Background: an optimization exercise with open tools, aiming at small area. Do not read the settings as production practice. At most, simulation tests tie the RTL to the original design; equivalence was not proved. No activity file was given, so power comes from the tool's default toggle rates.

maple:
==> flow/design.v <==
`timescale 1ns / 1ps
module top(
    input clk,
    input reset,
    input start,
    input [7:0] a,
    input [7:0] b,
    output [6:0] seg,
    output [7:0] an
);
reg [14:0] cnt;
reg [2:0] js;       
wire wrap = &cnt;
wire c31 = &cnt[4:0];
wire [4:0] s = cnt[4:0];
always @(posedge clk)
    if (reset) cnt <= 15'd0;
    else cnt <= cnt + 15'd1;
always @(posedge clk)
    if (reset) js <= 3'd0;
    else if (wrap) js <= {js[1:0], ~js[2]};
wire pos0 = ~js[2] & ~js[0];
wire pos1 = ~js[1] &  js[0];
wire pos2 = ~js[2] &  js[1];
wire pos3 =  js[2] &  js[0];
wire pos4 =  js[1] & ~js[0];
wire pos5 =  js[2] & ~js[1];
assign an = {2'b11, ~pos5, ~pos4, ~pos3, ~pos2, ~pos1, ~pos0};
reg p, v;
always @(posedge clk)
    if (reset) begin
        p <= 1'b0;
        v <= 1'b0;
    end else begin
        p <= start | (p & ~(v & c31));
        v <= ~start & (v | (p & c31));
    end
wire run  = p & v & ~start;
wire mult = run & ~s[4] & ~s[3];
wire conv = run & s[4] & ~(s[3] & s[2] & s[1] & s[0]);
wire [3:0] i = s[3:0];
reg [7:0] ap;       
reg [6:0] hp;       
reg [7:0] bp;       
reg sgn;            
reg seen;           
wire sb = sgn ^ ap[7];
wire bb = bp[0] ^ (sb & seen);
wire [7:0] lo = {1'b0, hp} + {1'b0, ap[6:0] & {7{bb}}};
wire [7:0] sum = {lo[7] ^ (ap[7] & ~bb), lo[6:0]};
wire [17:0] r = {ap[2:0], hp, bp};
wire e1  = |i;                         
wire e5  = i[3] | (i[2] & i[1]);       
wire e9  = i[3] & (i[2] | i[1] | i[0]);
wire e13 = i[3] & i[2] & (i[1] | i[0]);
function [3:0] add3(input [3:0] d, input en);
    reg c;
    begin
        c = en & (d[3] | (d[2] & (d[1] | d[0])));
        add3[3] = d[3] | c;
        add3[2] = c ? (d[3] & d[0]) : d[2];
        add3[1] = c ? ((d[1] & d[0]) | (d[3] & ~d[0])) : d[1];
        add3[0] = d[0] ^ c;
    end
endfunction
wire [3:0] o_c  = add3({r[0], r[17:15]}, e1);
wire [3:0] t_c  = add3(r[4:1], e5);
wire [3:0] h_c  = add3(r[8:5], e9);
wire [3:0] th_c = add3(r[12:9], e13);
wire x14 = r[14] ^ ap[7];
wire [17:0] rc = {o_c[2:0] & {3{e1}}, x14, r[13], th_c, h_c, t_c, o_c[3]};
wire [17:0] rn = {rc[16:0], rc[17]};
always @(posedge clk) begin
    if (start) begin
        ap <= a;
        bp <= b;
        hp <= {7{a[7]}};
        sgn <= a[7] ^ b[7];
        seen <= 1'b0;
    end else if (mult) begin
        hp <= sum[7:1];
        bp <= {sum[0], bp[7:1]};
        seen <= seen | bp[0];
    end else if (conv) begin
        {ap[2:0], hp, bp} <= rn;
        seen <= (seen & e1) | x14;
    end
end
wire [3:0] dig = ({4{pos1 & v}} & {3'd0, r[13]})
               | ({4{pos2 & v}} & r[12:9])
               | ({4{pos3 & v}} & r[8:5])
               | ({4{pos4 & v}} & r[4:1])
               | ({4{pos5 & v}} & {r[0], r[17:15]});
wire w = dig[3], x = dig[2], y = dig[1], z = dig[0];
wire [6:0] dec;
assign dec[0] = (~w & ~x & ~y & z) | (x & ~y & ~z);
assign dec[1] = x & (y ^ z);
assign dec[2] = ~x & y & ~z;
assign dec[3] = (~w & ~x & ~y & z) | (x & ~y & ~z) | (x & y & z);
assign dec[4] = z | (x & ~y);
assign dec[5] = (~w & ~x & z) | (~x & y) | (y & z);
assign dec[6] = (~w & ~x & ~y) | (x & y & z);
wire minus = v & sgn & seen;
assign seg = pos0 ? {~minus, 6'b111111} : dec;
endmodule
==> flow/config.mk <==
export PLATFORM = sky130hd
export DESIGN_NAME = top
export DESIGN_NICKNAME = top
export VERILOG_FILES = /design/flow/design.v
export SDC_FILE = /design/flow/constraint.sdc
export NUM_CORES = 4
export LEC_CHECK = 0
export CAP_MARGIN = 0
export CORE_MARGIN = 2
export CORE_UTILIZATION = 70
export SLEW_MARGIN = 0
==> flow/constraint.sdc <==
create_clock -name core_clock -period 30.0 [get_ports {clk}]
set_input_delay 6.0000 -clock core_clock [delete_from_list [all_inputs] [get_ports {clk}]]
set_output_delay 6.0000 -clock core_clock [all_outputs]
set_load 0.01 [all_outputs]
standard.sh (not shown) runs the stock make flow with config.mk's settings and CLKGATE_MAP_FILE= SYNTH_SCRIPT=/design/flow/synth_recipe.tcl, a recipe that flattens the netlist after the stock synthesis.
==> flow/flow/run.sh <==
#!/bin/bash
# Layout flow: the standard ORFS flow (standard.sh's make command) with
#  - synthesis by flow/synth.tcl: synth_recipe.tcl with ABC run on flow/area.abc
#    and no adder pre-mapping (ADDER_MAP_FILE empty), registers unchanged;
#  - buf_1 cells as the port buffers;
#  - CTS without dummy loads.
# Every tool's output goes to the ORFS logs under orfs/logs; make's own
# output goes to make.log here.
set -euo pipefail
W=$(pwd)
export MY_ABC_SCRIPT=$W/flow/area.abc
export ADDER_MAP_FILE=
export BUFFER_PORTS_ARGS="-buffer_cell sky130_fd_sc_hd__buf_1"
export CTS_ARGS="-sink_clustering_enable -sink_clustering_size 50 -sink_clustering_max_diameter 400 -buf_list sky130_fd_sc_hd__clkbuf_8 -repair_clock_nets -dont_use_dummy_load"
sed "s#SYNTH_SCRIPT=[^ ]*#SYNTH_SCRIPT=$W/flow/synth.tcl#" standard.sh > my_standard.sh
grep -q "SYNTH_SCRIPT=$W/flow/synth.tcl" my_standard.sh
bash my_standard.sh > make.log 2>&1
test -s out/final.def
==> flow/flow/area.abc <==
strash
&get -n
&fraig -x
&put
scorr
&get -n
&deepsyn -T 20 -S 2
&put
strash
&get -n
&dch -f
&nf -R 1000
&put
==> flow/flow/synth.tcl <==
# synth_recipe.tcl with ABC's script replaced by $MY_ABC_SCRIPT
proc synth {args} { yosys synth -nofsm -noshare {*}$args }
proc abc {args} {
  set i [lsearch -exact $args -script]
  if { $i >= 0 && [info exists ::env(MY_ABC_SCRIPT)] } {
    lset args [expr {$i + 1}] $::env(MY_ABC_SCRIPT)
  }
  yosys abc {*}$args
}
source $::env(SCRIPTS_DIR)/synth.tcl
# left out here: clear keep_hierarchy, flatten, clean up, hide names made inside functions, write 1_2_yosys.v
Changes in fjord relative to maple:
-- flow/design.v --
<<< maple, line 47
wire sb = sgn ^ ap[7];
wire bb = bp[0] ^ (sb & seen);
wire [7:0] lo = {1'b0, hp} + {1'b0, ap[6:0] & {7{bb}}};
wire [7:0] sum = {lo[7] ^ (ap[7] & ~bb), lo[6:0]};
wire [17:0] r = {ap[2:0], hp, bp};
wire e1  = |i;                         
>>> fjord, line 47
wire sb = sgn ^ ap[7];
wire bb = bp[0] ^ (sb & seen);
wire [6:0] aoc = (ap[6:0] ^ {7{ap[7]}}) & {7{bb}};
wire [7:0] sum = {1'b0, hp} + {1'b0, aoc} + {7'd0, bb & ap[7]};
wire [17:0] r = {ap[2:0], hp, bp};
wire e1  = |i;                         
<<< maple, line 68
wire [3:0] h_c  = add3(r[8:5], e9);
wire [3:0] th_c = add3(r[12:9], e13);
wire x14 = r[14] ^ ap[7];
wire [17:0] rc = {o_c[2:0] & {3{e1}}, x14, r[13], th_c, h_c, t_c, o_c[3]};
wire [17:0] rn = {rc[16:0], rc[17]};
always @(posedge clk) begin
>>> fjord, line 68
wire [3:0] h_c  = add3(r[8:5], e9);
wire [3:0] th_c = add3(r[12:9], e13);
wire [17:0] rc = {o_c[2:0] & {3{e1}}, r[14:13], th_c, h_c, t_c, o_c[3]};
wire [17:0] rn = {rc[16:0], rc[17]};
always @(posedge clk) begin
<<< maple, line 75
        ap <= a;
        bp <= b;
        hp <= {7{a[7]}};
        sgn <= a[7] ^ b[7];
        seen <= 1'b0;
>>> fjord, line 74
        ap <= a;
        bp <= b;
        hp <= 7'd0;
        sgn <= a[7] ^ b[7];
        seen <= 1'b0;
<<< maple, line 84
    end else if (conv) begin
        {ap[2:0], hp, bp} <= rn;
        seen <= (seen & e1) | x14;
    end
end
>>> fjord, line 83
    end else if (conv) begin
        {ap[2:0], hp, bp} <= rn;
        seen <= (seen & e1) | r[14];
    end
end
==> run summary <==
The routability congestion estimate from global placement in fjord sits 0.053 above the value recorded for maple. maple → fjord: critical path depth lost 2; detailed-route wire length per cell shrank by 6.8%. Side by side, inverter count of the layout excluding clock inverters turned out higher in fjord than in maple. Changes observed in fjord relative to maple: worst setup margin moved up, power share of the combinational group moved down.
The RTL of maple was laid out without a check of its function.

========
## v6
RTL: one of the versions met above, not the one the previous note started from.
For scale: roughly 34 I/O pins.
==> module top, before the edit <==
module top(
    input clk,
    input reset,
    input start,
    input [7:0] a,
    input [7:0] b,
    output [6:0] seg,
    output [7:0] an
);
reg [14:0] cnt;
reg [2:0] js;       
wire wrap = &cnt;
wire c31 = &cnt[4:0];
wire [4:0] s = cnt[4:0];
always @(posedge clk)
    if (reset) cnt <= 15'd0;
    else cnt <= cnt + 15'd1;
always @(posedge clk)
    if (reset) js <= 3'd0;
    else if (wrap) js <= {js[1:0], ~js[2]};
wire pos0 = ~js[2] & ~js[0];
wire pos1 = ~js[1] &  js[0];
wire pos2 = ~js[2] &  js[1];
wire pos3 =  js[2] &  js[0];
wire pos4 =  js[1] & ~js[0];
wire pos5 =  js[2] & ~js[1];
assign an = {2'b11, ~pos5, ~pos4, ~pos3, ~pos2, ~pos1, ~pos0};
reg p, v;
always @(posedge clk)
    if (reset) begin
        p <= 1'b0;
        v <= 1'b0;
    end else begin
        p <= start | (p & ~(v & c31));
        v <= ~start & (v | (p & c31));
    end
wire run  = p & v & ~start;
wire mult = run & ~s[4] & ~s[3];
wire conv = run & s[4] & ~(s[3] & s[2] & s[1] & s[0]);
wire [3:0] i = s[3:0];
reg [7:0] ap;       
reg [6:0] hp;       
reg [7:0] bp;       
reg sgn;            
reg seen;           
wire sb = sgn ^ ap[7];
wire bb = bp[0] ^ (sb & seen);
wire [6:0] aoc = (ap[6:0] ^ {7{ap[7]}}) & {7{bb}};
wire [7:0] sum = {1'b0, hp} + {1'b0, aoc} + {7'd0, bb & ap[7]};
wire [17:0] r = {ap[2:0], hp, bp};
wire e1  = |i;                         
wire e5  = i[3] | (i[2] & i[1]);       
wire e9  = i[3] & (i[2] | i[1] | i[0]);
wire e13 = i[3] & i[2] & (i[1] | i[0]);
function [3:0] add3(input [3:0] d, input en);
    reg c;
    begin
        c = en & (d[3] | (d[2] & (d[1] | d[0])));
        add3[3] = d[3] | c;
        add3[2] = c ? (d[3] & d[0]) : d[2];
        add3[1] = c ? ((d[1] & d[0]) | (d[3] & ~d[0])) : d[1];
        add3[0] = d[0] ^ c;
    end
endfunction
wire [3:0] o_c  = add3({r[0], r[17:15]}, e1);
wire [3:0] t_c  = add3(r[4:1], e5);
wire [3:0] h_c  = add3(r[8:5], e9);
wire [3:0] th_c = add3(r[12:9], e13);
wire [17:0] rc = {o_c[2:0] & {3{e1}}, r[14:13], th_c, h_c, t_c, o_c[3]};
wire [17:0] rn = {rc[16:0], rc[17]};
always @(posedge clk) begin
    if (start) begin
        ap <= a;
        bp <= b;
        hp <= 7'd0;
        sgn <= a[7] ^ b[7];
        seen <= 1'b0;
    end else if (mult) begin
        hp <= sum[7:1];
        bp <= {sum[0], bp[7:1]};
        seen <= seen | bp[0];
    end else if (conv) begin
        {ap[2:0], hp, bp} <= rn;
        seen <= (seen & e1) | r[14];
    end
end
wire [3:0] dig = ({4{pos1 & v}} & {3'd0, r[13]})
               | ({4{pos2 & v}} & r[12:9])
               | ({4{pos3 & v}} & r[8:5])
               | ({4{pos4 & v}} & r[4:1])
               | ({4{pos5 & v}} & {r[0], r[17:15]});
wire w = dig[3], x = dig[2], y = dig[1], z = dig[0];
wire [6:0] dec;
assign dec[0] = (~w & ~x & ~y & z) | (x & ~y & ~z);
assign dec[1] = x & (y ^ z);
assign dec[2] = ~x & y & ~z;
assign dec[3] = (~w & ~x & ~y & z) | (x & ~y & ~z) | (x & y & z);
assign dec[4] = z | (x & ~y);
assign dec[5] = (~w & ~x & z) | (~x & y) | (y & z);
assign dec[6] = (~w & ~x & ~y) | (x & y & z);
wire minus = v & sgn & seen;
assign seg = pos0 ? {~minus, 6'b111111} : dec;
endmodule
==> flow/config.mk <==
export PLATFORM = sky130hd
export DESIGN_NAME = top
export DESIGN_NICKNAME = top
export VERILOG_FILES = /design/flow/design.v
export SDC_FILE = /design/flow/constraint.sdc
export NUM_CORES = 4
export LEC_CHECK = 0
export CAP_MARGIN = 20
export CORE_MARGIN = 2
export CORE_UTILIZATION = 70
export SLEW_MARGIN = 20
==> flow/constraint.sdc <==
create_clock -name core_clock -period 30.0 [get_ports {clk}]
set_input_delay 6.0000 -clock core_clock [delete_from_list [all_inputs] [get_ports {clk}]]
set_output_delay 6.0000 -clock core_clock [all_outputs]
set_load 0.01 [all_outputs]
==> flow/flow/area.abc <==
strash
&get -n
&fraig -x
&put
scorr
dc2
strash
&get -n
&dch -f
&nf -R 1000
&put
Scripts as last shown in full above: flow/flow/run.sh, flow/flow/synth.tcl
Input changes introduced in v7 (baseline for comparison: v6):
--- a/flow/design.v
+++ b/flow/design.v
@@ -12,12 +12,12 @@
 reg [2:0] js;       
 wire wrap = &cnt;
 wire c31 = &cnt[4:0];
 wire [4:0] s = cnt[4:0];
-always @(posedge clk)
+always @(posedge clk or posedge reset)
     if (reset) cnt <= 15'd0;
     else cnt <= cnt + 15'd1;
-always @(posedge clk)
+always @(posedge clk or posedge reset)
     if (reset) js <= 3'd0;
     else if (wrap) js <= {js[1:0], ~js[2]};
 wire pos0 = ~js[2] & ~js[0];
 wire pos1 = ~js[1] &  js[0];
@@ -26,9 +26,9 @@
 wire pos4 =  js[1] & ~js[0];
 wire pos5 =  js[2] & ~js[1];
 assign an = {2'b11, ~pos5, ~pos4, ~pos3, ~pos2, ~pos1, ~pos0};
 reg p, v;
-always @(posedge clk)
+always @(posedge clk or posedge reset)
     if (reset) begin
         p <= 1'b0;
         v <= 1'b0;
     end else begin
Notes after the runs:
- Taking v6 as the reference, in v7 first-pass GRT wire length went up 3.0%; number of buffers and inverters on the critical path now sits higher.
- Diff v6 -> v7: required time at the worst-slack endpoint ~0 delta; share of final-layout standard cells stronger than drive strength 1 now smaller.
- Per the comparison of v7 with v6, synthesized cell count now smaller; share of synthesized flip-flops with an asynchronous set or reset shows an increase of 44 points; clock network fraction of design power higher.
- Final wirelength: v7 < v6
- Against v6, detailed-routing wirelength on met1 in v7 fell by a few percent.

========
Another version of the RTL of top (not shown whole).
Size: ~45 flip-flops, roughly 2400 um^2 of cells after synthesis.
==> module top, before the edit <==
module top(
    input clk,
    input reset,
    input start,
    input [7:0] a,
    input [7:0] b,
    output [6:0] seg,
    output [7:0] an
);
reg [14:0] cnt;
reg [2:0] js;       
wire wrap = &cnt;
wire c31 = &cnt[4:0];
wire [4:0] s = cnt[4:0];
always @(posedge clk)
    if (reset) cnt <= 15'd0;
    else cnt <= cnt + 15'd1;
always @(posedge clk)
    if (reset) js <= 3'd0;
    else if (wrap) js <= {js[1:0], ~js[2]};
wire pos0 = ~js[2] & ~js[0];
wire pos1 = ~js[1] &  js[0];
wire pos2 = ~js[2] &  js[1];
wire pos3 =  js[2] &  js[0];
wire pos4 =  js[1] & ~js[0];
wire pos5 =  js[2] & ~js[1];
assign an = {2'b11, ~pos5, ~pos4, ~pos3, ~pos2, ~pos1, ~pos0};
reg p, v;
always @(posedge clk)
    if (reset) begin
        p <= 1'b0;
        v <= 1'b0;
    end else begin
        p <= start | (p & ~(v & c31));
        v <= ~start & (v | (p & c31));
    end
wire run  = p & v & ~start;
wire mult = run & ~s[4] & ~s[3];
wire conv = run & s[4] & ~(s[3] & s[2] & s[1] & s[0]);
wire [3:0] i = s[3:0];
reg [7:0] ap;       
reg [6:0] hp;       
reg [7:0] bp;       
reg sb;             
reg seen;           
wire bb = bp[0] ^ (sb & seen);
wire bm = bb & mult;
wire cth;
wire [7:0] lo = {1'b0, hp} + {1'b0, (ap[6:0] & {7{bm}}) | {3'd0, cth, cth, 2'd0}};
wire [7:0] sum = {lo[7] ^ (ap[7] & ~bb), lo[6:0]};
wire [16:0] r = {ap[1:0], hp, bp};
wire e1  = |i;                         
wire eo  = i[3] | i[2];                
wire et  = i[3] | (i[2] & i[1]);       
wire eh  = i[3] & (i[2] | i[1]);       
wire eth = i[3] & i[2] & i[1];         
function [3:0] add3(input [3:0] d, input en);
    reg c;
    begin
        c = en & (d[3] | (d[2] & (d[1] | d[0])));
        add3[3] = d[3] | c;
        add3[2] = c ? (d[3] & d[0]) : d[2];
        add3[1] = c ? ((d[1] & d[0]) | (d[3] & ~d[0])) : d[1];
        add3[0] = d[0] ^ c;
    end
endfunction
wire [3:0] o_c  = add3({r[1:0], r[16:15]}, eo);
wire [3:0] t_c  = add3(r[5:2], et);
wire [3:0] h_c  = add3(r[9:6], eh);
assign cth = eth & (r[13] | (r[12] & (r[11] | r[10])));
wire [3:0] th_c = lo[5:2];
wire x14 = r[14] ^ ap[7];
wire [16:0] rc = {o_c[1:0] & {2{e1}}, x14, th_c, h_c, t_c, o_c[3:2]};
wire [16:0] rn = {rc[15:0], rc[16]};
always @(posedge clk) begin
    if (start) begin
        ap <= a;
        bp <= b;
        hp <= {7{a[7]}};
        sb <= b[7];
        seen <= 1'b0;
    end else if (mult) begin
        hp <= sum[7:1];
        bp <= {sum[0], bp[7:1]};
        seen <= seen | bp[0];
    end else if (conv) begin
        {ap[1:0], hp, bp} <= rn;
        seen <= (seen & e1) | x14;
    end
end
wire [3:0] dig = ({4{pos1 & v}} & {3'd0, r[14]})
               | ({4{pos2 & v}} & r[13:10])
               | ({4{pos3 & v}} & r[9:6])
               | ({4{pos4 & v}} & r[5:2])
               | ({4{pos5 & v}} & {r[1:0], r[16:15]});
wire w = dig[3], x = dig[2], y = dig[1], z = dig[0];
wire [6:0] dec;
assign dec[0] = (~w & ~x & ~y & z) | (x & ~y & ~z);
assign dec[1] = x & (y ^ z);
assign dec[2] = ~x & y & ~z;
assign dec[3] = (~w & ~x & ~y & z) | (x & ~y & ~z) | (x & y & z);
assign dec[4] = z | (x & ~y);
assign dec[5] = (~w & ~x & z) | (~x & y) | (y & z);
assign dec[6] = (~w & ~x & ~y) | (x & y & z);
wire minus = v & (sb ^ ap[7]) & seen;
assign seg = pos0 ? {~minus, 6'b111111} : dec;
endmodule
export LEC_CHECK = 0
export CAP_MARGIN = 0
export CORE_MARGIN = 2
export CORE_UTILIZATION = 70
export SLEW_MARGIN = 0
create_clock -name core_clock -period 30.0 [get_ports {clk}]
==> flow/flow/run.sh <==
#!/bin/bash
# Layout flow: the standard ORFS flow (standard.sh's make command) with
#  - synthesis by flow/synth.tcl: synth_recipe.tcl, except that ABC maps the
#    logic with each flow/abc_*.abc script and the smallest result is kept,
#    and there is no adder pre-mapping (ADDER_MAP_FILE empty); the registers
#    are the standard synthesis's;
#  - buf_1 cells as the port buffers;
#  - CTS without dummy loads.
# Every tool's output goes to the ORFS logs under orfs/logs; make's own
# output goes to make.log here.
set -euo pipefail
W=$(pwd)
export MY_ABC_SCRIPTS="$(ls $W/flow/abc_*.abc | tr '\n' ' ')"
export ADDER_MAP_FILE=
export BUFFER_PORTS_ARGS="-buffer_cell sky130_fd_sc_hd__buf_1"
export CTS_ARGS="-sink_clustering_enable -sink_clustering_size 50 -sink_clustering_max_diameter 400 -buf_list sky130_fd_sc_hd__clkbuf_8 -repair_clock_nets -dont_use_dummy_load"
sed "s#SYNTH_SCRIPT=[^ ]*#SYNTH_SCRIPT=$W/flow/synth.tcl#" standard.sh > my_standard.sh
grep -q "SYNTH_SCRIPT=$W/flow/synth.tcl" my_standard.sh
bash my_standard.sh > make.log 2>&1
test -s out/final.def
Other scripts of this flow, unchanged in this note and not shown: flow/flow/abc_a1.abc, flow/flow/abc_c1.abc, flow/flow/abc_d1.abc, flow/flow/abc_d3.abc, flow/flow/synth.tcl
==> next run, changes <==
--- a/flow/design.v
+++ b/flow/design.v
@@ -48,12 +48,11 @@
 wire bm = bb & mult;
 wire cth;
-wire [7:0] lo = {1'b0, hp} + {1'b0, (ap[6:0] & {7{bm}}) | {3'd0, cth, cth, 2'd0}};
+wire [7:0] lo = {1'b0, hp} + {1'b0, (ap[6:0] & {7{bm}}) | {4'd0, cth, cth, 1'b0}};
 wire [7:0] sum = {lo[7] ^ (ap[7] & ~bb), lo[6:0]};
-wire [16:0] r = {ap[1:0], hp, bp};
+wire [17:0] r = {ap[2:0], hp, bp};
 wire e1  = |i;                         
-wire eo  = i[3] | i[2];                
-wire et  = i[3] | (i[2] & i[1]);       
-wire eh  = i[3] & (i[2] | i[1]);       
-wire eth = i[3] & i[2] & i[1];         
+wire e5  = i[3] | (i[2] & i[1]);       
+wire e9  = i[3] & (i[2] | i[1] | i[0]);
+wire e13 = i[3] & i[2] & (i[1] | i[0]);
 function [3:0] add3(input [3:0] d, input en);
     reg c;
@@ -66,12 +65,12 @@
     end
 endfunction
-wire [3:0] o_c  = add3({r[1:0], r[16:15]}, eo);
-wire [3:0] t_c  = add3(r[5:2], et);
-wire [3:0] h_c  = add3(r[9:6], eh);
-assign cth = eth & (r[13] | (r[12] & (r[11] | r[10])));
-wire [3:0] th_c = lo[5:2];
+wire [3:0] o_c  = add3({r[0], r[17:15]}, e1);
+wire [3:0] t_c  = add3(r[4:1], e5);
+wire [3:0] h_c  = add3(r[8:5], e9);
+assign cth = e13 & (r[12] | (r[11] & (r[10] | r[9])));
+wire [3:0] th_c = lo[4:1];
 wire x14 = r[14] ^ ap[7];
-wire [16:0] rc = {o_c[1:0] & {2{e1}}, x14, th_c, h_c, t_c, o_c[3:2]};
-wire [16:0] rn = {rc[15:0], rc[16]};
+wire [17:0] rc = {o_c[2:0] & {3{e1}}, x14, r[13], th_c, h_c, t_c, o_c[3]};
+wire [17:0] rn = {rc[16:0], rc[17]};
 always @(posedge clk) begin
     if (start) begin
@@ -86,13 +85,13 @@
         seen <= seen | bp[0];
     end else if (conv) begin
-        {ap[1:0], hp, bp} <= rn;
+        {ap[2:0], hp, bp} <= rn;
         seen <= (seen & e1) | x14;
     end
 end
-wire [3:0] dig = ({4{pos1 & v}} & {3'd0, r[14]})
-               | ({4{pos2 & v}} & r[13:10])
-               | ({4{pos3 & v}} & r[9:6])
-               | ({4{pos4 & v}} & r[5:2])
-               | ({4{pos5 & v}} & {r[1:0], r[16:15]});
+wire [3:0] dig = ({4{pos1 & v}} & {3'd0, r[13]})
+               | ({4{pos2 & v}} & r[12:9])
+               | ({4{pos3 & v}} & r[8:5])
+               | ({4{pos4 & v}} & r[4:1])
+               | ({4{pos5 & v}} & {r[0], r[17:15]});
 wire w = dig[3], x = dig[2], y = dig[1], z = dig[0];
 wire [6:0] dec;
The new run finished clean.
Core utilization is lower by 0.33 points.
Flip-flop and latch count stays the same.
Final cell count is higher slightly.
Wire length is higher by a few percent.
Worst setup slack improved by 320 ps.
Global-route usage is higher by 1.8 points.
Clock-buffer cell count does not change.
Via count is higher by a few percent.
Critical path depth is lower by 1.
Sequential share of layout area is lower by 0.17 points.

[afterwards: timing with drivers on the ports]
The results above use ideal ports. As a check the final layouts listed here were re-extracted and re-timed, cells and wires unchanged.
Step 1 sets driving cells, clkbuf_16 on the clock port and buf_2 on the other inputs (assumed; they add their load-dependent delay and slew).
Step 2 times the ports against the registers' clock, not the clock port: input delays grow and output delays shrink by t, the midpoint of the rising clock arrivals with the driver on.
Three values: ideal, step 1, step 2; two values: the first two.
run | t, ns | setup slack, ns | worst setup path after step 2 | worst data-port slew with drivers (ns)
maple | 0.315 | 21.376 / 21.352 / 21.666 | register to output | 0.03
fjord | 0.313 | 21.684 / 21.660 / 21.973 | register to output | 0.03
v6 | 0.313 | 21.385 / 21.355 / 21.628 | input to register | 0.03
v7 | 0.322 | 21.330 / 21.302 / 21.624 | register to output | 0.03
the first run of note 3 | 0.315 | 21.405 / 21.380 / 21.695 | register to output | 0.03
the second run of note 3 | 0.313 | 21.730 / 21.704 / 21.804 | input to register | 0.03
After both steps every run listed still meets setup and hold.
